Source: an optimization exercise on an open RTL-to-GDS flow (aim: a short achievable clock period and few clock cycles). Production flows keep margins and buffers that such runs may drop. Function was checked by simulation only, so behaviour that the tests miss may differ from the original. Power figures rest on the tool's default switching activity, not on a simulated workload.

==> flow/design.v <==
module predecode(ibytes, icode, ifun, rA, rB, valC, need_regids, need_valC,
                 stat, srcA, useA, srcB, useB, dstE, dstM);
input  [79:0] ibytes;
output [3:0] icode, ifun, rA, rB;
output [63:0] valC;
output need_regids, need_valC;
output [2:0] stat;
output [3:0] srcA, srcB, dstE, dstM;
output useA, useB;
assign icode = ibytes[79:76];
assign ifun  = ibytes[75:72];
assign rA    = ibytes[71:68];
assign rB    = ibytes[67:64];
wire i_halt = icode == 4'h0;
wire i_rrm  = icode == 4'h2;
wire i_irm  = icode == 4'h3;
wire i_rmm  = icode == 4'h4;
wire i_mrm  = icode == 4'h5;
wire i_op   = icode == 4'h6;
wire i_jxx  = icode == 4'h7;
wire i_call = icode == 4'h8;
wire i_ret  = icode == 4'h9;
wire i_push = icode == 4'hA;
wire i_pop  = icode == 4'hB;
assign need_regids = i_rrm | i_irm | i_rmm | i_mrm | i_op | i_push | i_pop;
assign need_valC   = i_irm | i_rmm | i_mrm | i_jxx | i_call;
assign valC = need_regids ? ibytes[63:0] : ibytes[71:8];
assign stat = i_halt ? 3'd2 : (icode[3] & icode[2]) ? 3'd4 : 3'd1;
assign useA = i_rrm | i_rmm | i_op | i_push;
assign srcA = useA ? rA : 4'hF;
assign useB = i_op | i_rmm | i_mrm | i_push | i_pop | i_call | i_ret;
assign srcB = (i_op | i_rmm | i_mrm) ? rB : useB ? 4'h4 : 4'hF;
assign dstE = (i_rrm | i_irm | i_op) ? rB :
              (i_push | i_pop | i_call | i_ret) ? 4'h4 : 4'hF;
assign dstM = (i_mrm | i_pop) ? rA : 4'hF;
endmodule
module regfile(dstE, valE, dstM, valM, wen, selA_lo, selA_hin, valA, selB_lo, selB_hin, valB, clock);
input [3:0] dstE, dstM;
input [63:0] valE, valM;
input wen;
input [14:0] selA_lo, selA_hin, selB_lo, selB_hin;
output reg [63:0] valA, valB;
input clock;
reg [64*15-1:0] r;
integer i;
always @(posedge clock)
  for (i = 0; i < 15; i = i + 1)
    if (wen & (dstM == i))
      r[i*64 +: 64] <= valM;
    else if (wen & (dstE == i))
      r[i*64 +: 64] <= valE;
always @(*) begin
  valA = 64'b0;
  valB = 64'b0;
  for (i = 0; i < 15; i = i + 1) begin
    valA[31:0]  = valA[31:0]  | ({32{ selA_lo[i]}}  & r[i*64 +: 32]);
    valA[63:32] = valA[63:32] | ({32{~selA_hin[i]}} & r[i*64+32 +: 32]);
    valB[31:0]  = valB[31:0]  | ({32{ selB_lo[i]}}  & r[i*64 +: 32]);
    valB[63:32] = valB[63:32] | ({32{~selB_hin[i]}} & r[i*64+32 +: 32]);
  end
end
endmodule
module alu(aluA, aluB, cin, f_and, f_xor, arith, valE, zf, of);
input [63:0] aluA, aluB;
input cin, f_and, f_xor, arith;
output [63:0] valE;
output zf, of;
wire [64:0] s65 = {aluB, 1'b1} + {aluA, cin};
wire [63:0] sum = s65[64:1];
wire [63:0] t = aluA ^ aluB;
wire [63:0] k = aluA | aluB;
wire zsum = ~|(t ^ {k[62:0], cin});
wire zand = ~|(aluA & aluB);
wire zxor = ~|t;
assign valE = f_and ? (aluB & aluA) : f_xor ? t : sum;
assign zf = f_and ? zand : f_xor ? zxor : zsum;
assign of = arith & (aluA[63] == aluB[63]) & (sum[63] != aluB[63]);
endmodule
module cond(ifun, zf, sf, of, Cnd);
input [3:0] ifun;
input zf, sf, of;
output Cnd;
assign Cnd =
    (ifun == 4'h0) |
    (ifun == 4'h1 & ((sf ^ of) | zf)) |
    (ifun == 4'h2 & (sf ^ of)) |
    (ifun == 4'h3 & zf) |
    (ifun == 4'h4 & ~zf) |
    (ifun == 4'h5 & ~(sf ^ of)) |
    (ifun == 4'h6 & ~(sf ^ of) & ~zf);
endmodule
module y86_pipe(clock, reset, imem_addr, imem_data, dmem_addr, dmem_wdata, dmem_we, dmem_rdata, W_stat);
    input clock;
    input reset;
    output [63:0] imem_addr;
    input [79:0] imem_data;
    output [63:0] dmem_addr;
    output [63:0] dmem_wdata;
    output dmem_we;
    input [63:0] dmem_rdata;
    output reg [2:0] W_stat;
    localparam RNONE = 4'hF;
    reg [63:0] F_pc;
    reg [63:0] ras0, ras1, ras2, ras3;
    reg [1:0]  ras_ptr;
    reg [2:0]  D_stat;
    reg        D_rrm, D_irm, D_rmm, D_mrm, D_op, D_jxx, D_call, D_ret, D_push, D_pop;
    reg [3:0]  D_ifun, D_srcA, D_srcB, D_dstE, D_dstM;
    reg [14:0] D_selA_lo, D_selA_hin, D_selB_lo, D_selB_hin;    
    reg        D_useA, D_useB;
    reg [63:0] D_valC, D_valP;
    reg [1:0]  D_rasptr;
    reg        D_ptk;               
    reg        D_zq;                
    reg        D_mz1, D_mz0;        
    reg        D_kill;              
    reg [3:0]  D_bidx;              
    reg [2:0]  E_stat;
    reg [63:0] E_aluA, E_aluB, E_valA;
    reg        E_cin, E_and, E_xor, E_arith, E_setcc, E_jxx, E_cmov, E_load, E_store, E_popret, E_ret;
    reg [3:0]  E_ifun, E_dstE, E_dstM;
    reg [1:0]  E_rasptr;
    reg        E_ptk;
    reg [3:0]  E_bidx;
    reg [2:0]  CC, CC_bak;
    reg [63:0] M_valE, M_addr, M_wdata;
    reg        M_we, M_ret;
    reg        ret_misp_q;
    reg [63:0] W_rettgt;
    reg [1:0]  W_rasptr;
    reg [3:0]  M_dstE, M_dstM;
    reg [1:0]  M_rasptr;
    wire W_final = W_stat[1] | W_stat[2];
    wire [3:0]  f_icode, f_ifun, f_rA, f_rB, f_srcA, f_srcB, f_dstE, f_dstM;
    wire [63:0] f_valC;
    wire        need_regids, need_valC, f_useA, f_useB;
    wire [2:0]  f_stat;
    predecode pd(imem_data, f_icode, f_ifun, f_rA, f_rB, f_valC, need_regids, need_valC,
                 f_stat, f_srcA, f_useA, f_srcB, f_useB, f_dstE, f_dstM);
    wire f_jxx  = f_icode == 4'h7;
    wire f_call = f_icode == 4'h8;
    wire f_ret  = f_icode == 4'h9;
    wire [63:0] pc_p1  = F_pc + 64'd1;
    wire [63:0] pc_p2  = F_pc + 64'd2;
    wire [63:0] pc_p9  = F_pc + 64'd9;
    wire [63:0] pc_p10 = F_pc + 64'd10;
    wire [63:0] f_valP = need_valC ? (need_regids ? pc_p10 : pc_p9) : (need_regids ? pc_p2 : pc_p1);
    reg [63:0] ras_top;
    always @(*)
        case (ras_ptr)
            2'd0: ras_top = ras0;
            2'd1: ras_top = ras1;
            2'd2: ras_top = ras2;
            default: ras_top = ras3;
        endcase
    wire f_cnd;
    cond f_cond(f_ifun, CC[2], CC[1], CC[0], f_cnd);
    wire f_known = ~D_op & ~E_setcc;
    reg [31:0] bht;
    wire [3:0] f_bidx = F_pc[3:0];
    wire [1:0] bht_f = bht[f_bidx*2 +: 2];
    wire f_bht = bht_f[1];
    wire f_jtaken = f_known ? f_cnd : f_bht;
    wire [63:0] f_pred = ((f_jxx & f_jtaken) | f_call) ? imem_data[71:8] : f_ret ? ras_top : f_valP;
    wire [63:0] f_alt = (f_jxx & f_jtaken) ? f_valP : imem_data[71:8];
    wire [14:0] f_ohA, f_ohB;
    genvar gi;
    generate for (gi = 0; gi < 15; gi = gi + 1) begin : oh
        assign f_ohA[gi] = f_srcA == gi;
        assign f_ohB[gi] = f_srcB == gi;
    end endgenerate
    wire [1:0]  f_rasptr = f_call ? ras_ptr + 2'd1 : f_ret ? ras_ptr - 2'd1 : ras_ptr;
    wire [63:0] e_valE;
    wire        e_zf, e_of, e_cnd;
    alu alu(E_aluA, E_aluB, E_cin, E_and, E_xor, E_arith, e_valE, e_zf, e_of);
    cond cond_check(E_ifun, CC[2], CC[1], CC[0], e_cnd);
    wire [3:0] e_dstE = (E_cmov & ~e_cnd) ? RNONE : E_dstE;
    wire e_misp = E_jxx & (e_cnd != E_ptk);
    wire e_add = ~E_cin & ~E_and & ~E_xor;
    wire e_zfast = E_cin ? &(E_aluA ^ E_aluB) : E_and ? ~|(E_aluA & E_aluB) : ~|(E_aluA ^ E_aluB);
    wire d_ccnd;
    cond d_cond(D_ifun, CC[2], CC[1], CC[0], d_ccnd);
    wire d_zres = E_setcc & ~e_add & D_zq;
    wire d_resolve = D_jxx & ~D_kill & (~E_setcc | d_zres);
    wire d_cnd = E_setcc ? ((D_ifun == 4'h0) | ((D_ifun == 4'h3) & e_zfast) | ((D_ifun == 4'h4) & ~e_zfast)) : d_ccnd;
    wire d_misp = D_jxx & ~D_kill & (E_setcc ? (d_zres & (e_zfast ? D_mz1 : D_mz0)) : (d_ccnd != D_ptk));
    wire ret_misp = M_ret & ~ret_misp_q & (dmem_rdata != M_wdata);
    wire flush = e_misp | ret_misp_q;
    wire lu = E_load & ((D_useA & (E_dstM == D_srcA)) | (D_useB & (E_dstM == D_srcB)));
    wire stall = lu & ~flush;
    wire [63:0] rfA, rfB;
    regfile regf(M_dstE, M_valE, M_dstM, dmem_rdata, ~ret_misp_q,
                 D_selA_lo, D_selA_hin, rfA, D_selB_lo, D_selB_hin, rfB, clock);
    wire [63:0] mA = (D_srcA == M_dstM) ? dmem_rdata : (D_srcA == M_dstE) ? M_valE : rfA;
    wire [63:0] mB = (D_srcB == M_dstM) ? dmem_rdata : (D_srcB == M_dstE) ? M_valE : rfB;
    wire eA = D_srcA == e_dstE;
    wire eB = D_srcB == e_dstE;
    wire [63:0] fwdA = eA ? e_valE : mA;
    wire [63:0] fwdB = eB ? e_valE : mB;
    wire d_sub = D_op & (D_ifun == 4'h1);
    wire [63:0] inv = {64{d_sub}};
    wire [63:0] d_aluA =
        (D_op | D_rrm) ? (fwdA ^ inv) :
        (D_irm | D_rmm | D_mrm) ? D_valC :
        (D_call | D_push) ? 64'hFFFFFFFFFFFFFFF8 :
        (D_ret | D_pop) ? 64'd8 : 64'd0;
    wire [63:0] d_aluB = (D_op | D_rmm | D_mrm | D_call | D_push | D_ret | D_pop) ? fwdB : 64'd0;
    wire [63:0] d_valA = (D_rmm | D_push) ? fwdA : D_ret ? D_valC : D_valP;
    function [1:0] ctr_next(input [1:0] c, input t);
        ctr_next = t ? ((c == 2'b11) ? c : c + 2'b01) : ((c == 2'b00) ? c : c - 2'b01);
    endfunction
    wire d_redirect = d_misp & ~reset & ~ret_misp_q & ~e_misp;
    wire [63:0] f_next_other = reset ? 64'd0 : ret_misp_q ? W_rettgt : e_misp ? E_valA : stall ? F_pc : f_pred;
    wire [63:0] f_next = d_redirect ? D_valP : f_next_other;
    always @(posedge clock) begin
        F_pc <= f_next;
        if (reset) ras_ptr <= 2'd0;
        else if (ret_misp_q) ras_ptr <= W_rasptr;
        else if (e_misp) ras_ptr <= E_rasptr;
        else if (d_misp) ras_ptr <= D_rasptr;
        else if (!stall) ras_ptr <= f_rasptr;
        if (f_call)
            case (f_rasptr)
                2'd0: ras0 <= pc_p9;
                2'd1: ras1 <= pc_p9;
                2'd2: ras2 <= pc_p9;
                default: ras3 <= pc_p9;
            endcase
        if (reset | flush) D_kill <= 1'b0;
        else if (!stall) D_kill <= d_misp;
        if (reset | flush) begin
            D_stat <= 3'd0;
            {D_rrm, D_irm, D_rmm, D_mrm, D_op, D_jxx, D_call, D_ret, D_push, D_pop} <= 10'b0;
            D_useA <= 1'b0; D_useB <= 1'b0;
            D_srcA <= RNONE; D_srcB <= RNONE; D_dstE <= RNONE; D_dstM <= RNONE;
            D_selA_lo <= 15'b0; D_selB_lo <= 15'b0;
        end else if (!stall) begin
            D_stat <= f_stat;
            D_rrm <= f_icode == 4'h2; D_irm <= f_icode == 4'h3; D_rmm <= f_icode == 4'h4;
            D_mrm <= f_icode == 4'h5; D_op <= f_icode == 4'h6; D_jxx <= f_jxx & ~f_known;
            D_call <= f_call; D_ret <= f_ret; D_push <= f_icode == 4'hA; D_pop <= f_icode == 4'hB;
            D_useA <= f_useA; D_useB <= f_useB;
            D_srcA <= f_srcA; D_srcB <= f_srcB; D_dstE <= f_dstE; D_dstM <= f_dstM;
            D_selA_lo <= f_ohA; D_selB_lo <= f_ohB;
        end
        if (!stall) begin
            D_selA_hin <= ~f_ohA; D_selB_hin <= ~f_ohB;
            D_ifun <= f_ifun;
            D_valC <= f_ret ? ras_top : f_valC;
            D_valP <= (f_jxx & ~f_call) ? f_alt : f_valP;
            D_ptk <= f_jtaken;
            D_zq <= (f_ifun == 4'h0) | (f_ifun == 4'h3) | (f_ifun == 4'h4);
            D_mz1 <= ((f_ifun == 4'h0) | (f_ifun == 4'h3)) != f_jtaken;
            D_mz0 <= ((f_ifun == 4'h0) | (f_ifun == 4'h4)) != f_jtaken;
            D_bidx <= f_bidx;
            D_rasptr <= f_rasptr;
        end
        if (reset | flush | stall | D_kill) begin
            E_stat <= 3'd0;
            {E_setcc, E_arith, E_and, E_xor, E_cin, E_jxx, E_cmov, E_load, E_store, E_popret, E_ret} <= 11'b0;
            E_dstE <= RNONE; E_dstM <= RNONE;
        end else begin
            E_stat <= D_stat;
            E_setcc <= D_op;
            E_arith <= D_op & ~D_ifun[1];
            E_and <= D_op & (D_ifun == 4'h2);
            E_xor <= D_op & (D_ifun == 4'h3);
            E_cin <= d_sub;
            E_jxx <= D_jxx & ~d_resolve;
            E_cmov <= D_rrm;
            E_load <= D_mrm | D_pop;
            E_store <= D_rmm | D_push | D_call;
            E_popret <= D_pop | D_ret;
            E_ret <= D_ret;
            E_dstE <= D_dstE; E_dstM <= D_dstM;
        end
        E_aluA <= d_aluA;
        E_aluB <= d_aluB;
        E_valA <= d_valA;
        E_ifun <= D_ifun;
        E_rasptr <= D_rasptr;
        E_ptk <= D_ptk;
        E_bidx <= D_bidx;
        if (reset) bht <= {16{2'b10}};
        else begin
            if (E_jxx)
                bht[E_bidx*2 +: 2] <= ctr_next(bht[E_bidx*2 +: 2], e_cnd);
            if (d_resolve & ~flush)
                bht[D_bidx*2 +: 2] <= ctr_next(bht[D_bidx*2 +: 2], d_cnd);
        end
        if (reset) CC <= 3'b100;
        else if (ret_misp_q) CC <= CC_bak;
        else if (E_setcc) CC <= {e_zf, e_valE[63], e_of};
        CC_bak <= CC;
        M_we <= ~reset & ~ret_misp & ~ret_misp_q & E_store & ~W_final;
        if (reset | ret_misp_q) begin
            M_ret <= 1'b0;
            M_dstE <= RNONE; M_dstM <= RNONE;
        end else begin
            M_ret <= E_ret;
            M_dstE <= e_dstE; M_dstM <= E_dstM;
        end
        M_valE <= e_valE;
        M_addr <= E_popret ? E_aluB : e_valE;
        M_wdata <= E_valA;
        M_rasptr <= E_rasptr;
        if (reset) W_stat <= 3'd0;
        else if (!W_final) W_stat <= (ret_misp | ret_misp_q) ? 3'd0 : E_stat;
        if (reset) ret_misp_q <= 1'b0;
        else ret_misp_q <= ret_misp;
        W_rettgt <= dmem_rdata;
        W_rasptr <= M_rasptr;
    end
    assign imem_addr = F_pc;
    assign dmem_addr = M_addr;
    assign dmem_wdata = M_wdata;
    assign dmem_we = M_we;
endmodule
==> flow/run.sh <==
#!/bin/bash
# synth_recipe.tcl (not shown) runs the flow's synth.tcl, then flattens the netlist and writes it again
# the make line also repeats each setting of config.mk as NAME=value (left out here)
make -C /OpenROAD-flow-scripts/flow DESIGN_CONFIG=/design/flow/config.mk WORK_HOME=/design/flow/orfs CLKGATE_MAP_FILE= SYNTH_SCRIPT=/design/flow/synth_recipe.tcl finish
==> flow/config.mk <==
export PLATFORM = sky130hd
export DESIGN_NAME = y86_pipe
export DESIGN_NICKNAME = y86_pipe
export VERILOG_FILES = /design/flow/design.v
export SDC_FILE = /design/flow/constraint.sdc
export NUM_CORES = 4
export LEC_CHECK = 0
export CAP_MARGIN = 20
export CORE_MARGIN = 2
export CORE_UTILIZATION = 40
export SETUP_SLACK_MARGIN = 4.5
export SLEW_MARGIN = 20
==> flow/constraint.sdc <==
create_clock -name core_clock -period 7.0 [get_ports {clock}]
set_input_delay 1.4000 -clock core_clock [delete_from_list [all_inputs] [get_ports {clock}]]
set_output_delay 1.4000 -clock core_clock [all_outputs]
set_load 0.01 [all_outputs]
==> results.json <==
{
  "status": "timing/DRC/antenna clean",
  "syn2layout_area_growth_pct": 36.43,
  "path_clk_slew_ns": 0.07,
  "critical-path-max-stage-delay_ns": 0.66,
  "slew_headroom_pct": 7.351,
  "leakagePower_uw": 0.05500,
  "vias": 111945,
  "fin_crit_sh_pct": 61.51,
  "ys_seq_area_share_pct": 51.05,
  "grt_max_degree": 75,
  "crit_chain": "ha_1, nor4_4, nand4_1, nor3_4, a22oi_2, a21o_1, a311oi_4, and2b_4, buf_8, buf_12, nor2_4, a22o_1",
  "syn_avg_cell_area_um2": 10.92,
  "grt_usage_pct": 49.55,
  "slew_viol_final": 0,
  "finalCriticalPeriod_ns": 4.306,
  "core_area_um2": 271000,
  "end_kind": "flop",
  "combPwrFrac_pct": 26.6,
  "largest_reg_flops": 960,
  "crit_type": "reg -> reg",
  "switching_share_pct": 33.33,
  "setup-violations-final": 0,
  "synth_nets": 10273,
  "synthesis.area_um2": 109000,
  "grt_first_pass_wirelength_mm": 930.0,
  "dp.cells": 13298,
  "viasPerCell": 7.479,
  "power_density_nw_per_um2": 255.4,
  "io_buffers": 341,
  "synth.distinct_cells": 106,
  "antenna_found_initial": 109,
  "ff2ff_path_depth": 12,
  "fmax_mhz": 232.3,
  "cts_tree": "done",
  "instances_no_fill": 14967,
  "nets": 11411,
  "hold_path_depth": 0,
  "die_width_um": 526.0,
  "cts_buffers": 230,
  "drive_gt1_share_pct": 40.85,
  "drc": 0,
  "worst-path-max-fanout": 8,
  "power.clock.fraction_pct": 33.6,
  "synthCells": 9983,
  "synth-seq-cells": 2053,
  "drt_pass1_iterations": 13,
  "clock_path_buffers": 4,
  "drtIter0Drc": 25685,
  "cpMaxStageDelayCell": "nor4_4",
  "fillers": 22879,
  "multiInputGateArea_um2": 58150,
  "worstPathArrival_ns": 5.03,
  "r2r_start": "E_aluA[13]",
  "ir_drop_mv": 0.2754,
  "p_int_uw": 25320,
  "synth_edf_count": 1452,
  "hold_end": "M_wdata[4]",
  "ys.flop_type": "edfxtp_1",
  "hold_violations": 0,
  "die_y_um": 526.0,
  "start_util_pct": 40.21,
  "routedWlPerCell_um": 48.48,
  "r2r-end": "F_pc[2]",
  "clk_latency_ns": 1.03,
  "pwr-share-seq_pct": 39.8,
  "setup_tns_ns": 0,
  "cts_max_level": 4,
  "worst-r2r-setup-slack_ns": 2.69,
  "startpoint_type": "flop",
  "num_io_pins": 342,
  "cap_violations": 0,
  "overflow": 0,
  "dp_hpwl_mm": 436.8,
  "ctsHoldBuffers": 0,
  "power_switching_uw": 12660,
  "grt_pass1_vias": 100991,
  "worst_slew_pin_slew_ns": 1.386,
  "ctsRootBufferMaster": "clkbuf_16",
  "core.rowCount": 191,
  "cts.sinks": 2053,
  "finalPower_uw": 37970,
  "top_register": "regf.r",
  "synth_async_sr_flop_share_pct": 0,
  "totalWireLength_mm": 725.6,
  "seqCellArea_um2": 56190,
  "worstHoldPathType": "reg -> reg",
  "worst_ep_required_time_ns": 7.72,
  "yosysWarnings": 2,
  "skew_ns": 0.07622,
  "die-area_um2": 276600,
  "place_congestion": 1.094,
  "min_from": "E_valA[4]",
  "ant_nets": 0,
  "rsz0062_at_grt": "yes"
}
## metrics by stage
step | util [%] | hold slack, ns | instance area (um^2) | setup slack [ns]
4_1_cts | 52.79 | 0.3286 | 143100 | 2.966
3_3_place_gp | 43.15 | 0.3142 | 116900 | 1.533
3_5_place_dp | 43.18 | 0.3157 | 117000 | 1.436
2_1_floorplan | - | 0.3096 | 109500 | 3.131
5_1_grt | 54.82 | 0.3370 | 148600 | 2.828
6_report | 54.86 | 0.3072 | 148700 | 2.694
## kinds of logic (layout without fill, tap and decap cells)
kind of cell             after synthesis  in the layout  share of synthesized area [%]
AO/OA/AOI/OAI                       2625           2625                          17.23
AND/OR/NAND/NOR                     2369           2401                          10.37
flip-flops                          2053           2053                          51.05
buffers and inverters               1247           2551                          4.475
multiplexers                        1179           1180                          12.26
XOR/XNOR                             361            361                          2.908
adder cells (fa/ha/maj)              149            149                          1.707
other                                  0             77                              0
## critical path, delay by kind of cell, from the launching register on
kind            cells  cell delay [ns]
compound gates      4             1.18
fa+ha+maj           1             0.43
buf+inv             2             0.31
flops               1             0.38
simple gates        5             1.67
## per-layer routing
layer  up-vias  track usage (%)  part of all wire, %
li1      40846                -                    -
met1     54459            57.88                   33
met2     12735            64.51                   37
met3      3845            27.28                   18
met4        60            43.01                   12
met5         -            1.610                 0.16
## how the worst max path moves through the flow
stage / from / endpoint / slack (ns) / cells after the start
global route: E_aluA[13] / F_pc[63] / 2.83 / 12
detailed placement: imem_data[78] / F_pc[45] / 1.44 / 11
CTS: E_aluB[47] / F_pc[3] / 2.97 / 13
floorplan: imem_data[79] / ras0[0] / 3.13 / 5
finish: E_aluA[13] / F_pc[2] / 2.69 / 12
global placement: E_aluA[28] / F_pc[12] / 1.53 / 11
## timing repair
action | 4_1_cts | 5_1_grt
gates cloned | 88 | 20
endpoints found under the setup margin | 3375 | 2037
pin swaps | 385 | 285
setup buffers | 795 | 255
gates resized for setup | 3295 | 651
## power by group through the flow
stage | sequential (uW) | clock, uW | combinational [uW]
after global placement | 15200 | 0 | 6450
after detailed placement | 15200 | 0 | 6500
after global routing | 15100 | 13100 | 10000
final | 15100 | 12800 | 10100
after floorplan | 14600 | 0 | 3540
after CTS | 15000 | 12600 | 8700
## cell type report
cell class,instances,share of cell area [%]
tap,3570,3.004
clock inverter,97,0.7212
multi-input combinational,6716,39.11
clock buffer,334,4.437
inverter,258,0.7002
antenna,77,0.1296
sequential,2053,37.79
timing repair buffer,1862,14.11
## cells in the mapped netlist, types with 185 or more instances
cell	count	area [um^2]
dfxtp_1	601	12030
mux2_2	1025	11540
a21oi_1	538	2693
nand4_1	240	1501
nand3_1	211	1056
a222oi_1	185	1852
nor2_1	550	2064
nand2_1	745	2796
inv_1	247	927.1
a221oi_1	241	2111
o21ai_0	332	1662
a22oi_1	309	2320
edfxtp_1	1452	43600
a22o_1	244	2137
clkbuf_1	810	3040
xnor2_1	253	2216
## layout by cell type (no fill, tap or decap), types with 111 or more instances in the layout
| cell | netlist | routed |
|---|---|---|
| buf_6 | 9 | 502 |
| buf_4 | 7 | 848 |
| clkdlybuf4s50_1 | 0 | 111 |
| nand4_1 | 240 | 240 |
| a222oi_1 | 185 | 185 |
| a22o_1 | 244 | 244 |
| a22oi_1 | 309 | 306 |
| mux2i_1 | 132 | 116 |
| edfxtp_1 | 1452 | 1452 |
| inv_1 | 247 | 204 |
| mux2_2 | 1025 | 992 |
| xnor2_1 | 253 | 167 |
| buf_12 | 0 | 183 |
| nand2_1 | 745 | 666 |
| dfxtp_2 | 0 | 112 |
| clkbuf_16 | 0 | 256 |
| o21ai_0 | 332 | 166 |
| nor2_1 | 550 | 420 |
| nor3_1 | 160 | 116 |
| dfxtp_1 | 601 | 379 |
| nand3_1 | 211 | 171 |
| a21oi_1 | 538 | 350 |
| a221oi_1 | 241 | 238 |
Testbench counts, summed over its fixed seeds: cycles 49,476.

## port drivers added, routing unchanged
The results above use ideal ports. As a check the final layout listed here was re-extracted and re-timed, cells and wires unchanged. Step 1, drivers: a clkbuf_16 drives clock and a buf_2 each remaining input, both assumed. Step 2 times the ports against the registers' clock, not the clock port: input delays grow and output delays shrink by t, the midpoint of the rising clock arrivals with the driver on. a / b / c = ideal / step 1 / step 2; a / b = the first two.
t (ns): 1.105
slack for setup (ns): 2.694 / 2.694 / 1.943
worst setup path after step 2: input to register
slew at the worst register clock pin (ns): 0.07 / 0.07
worst data-port slew with drivers (ns): 0.18
After both steps this run still meets setup and hold. For this run, drivers alone change the setup slack by 0.000 ns; drivers and shift together by -0.751 ns.
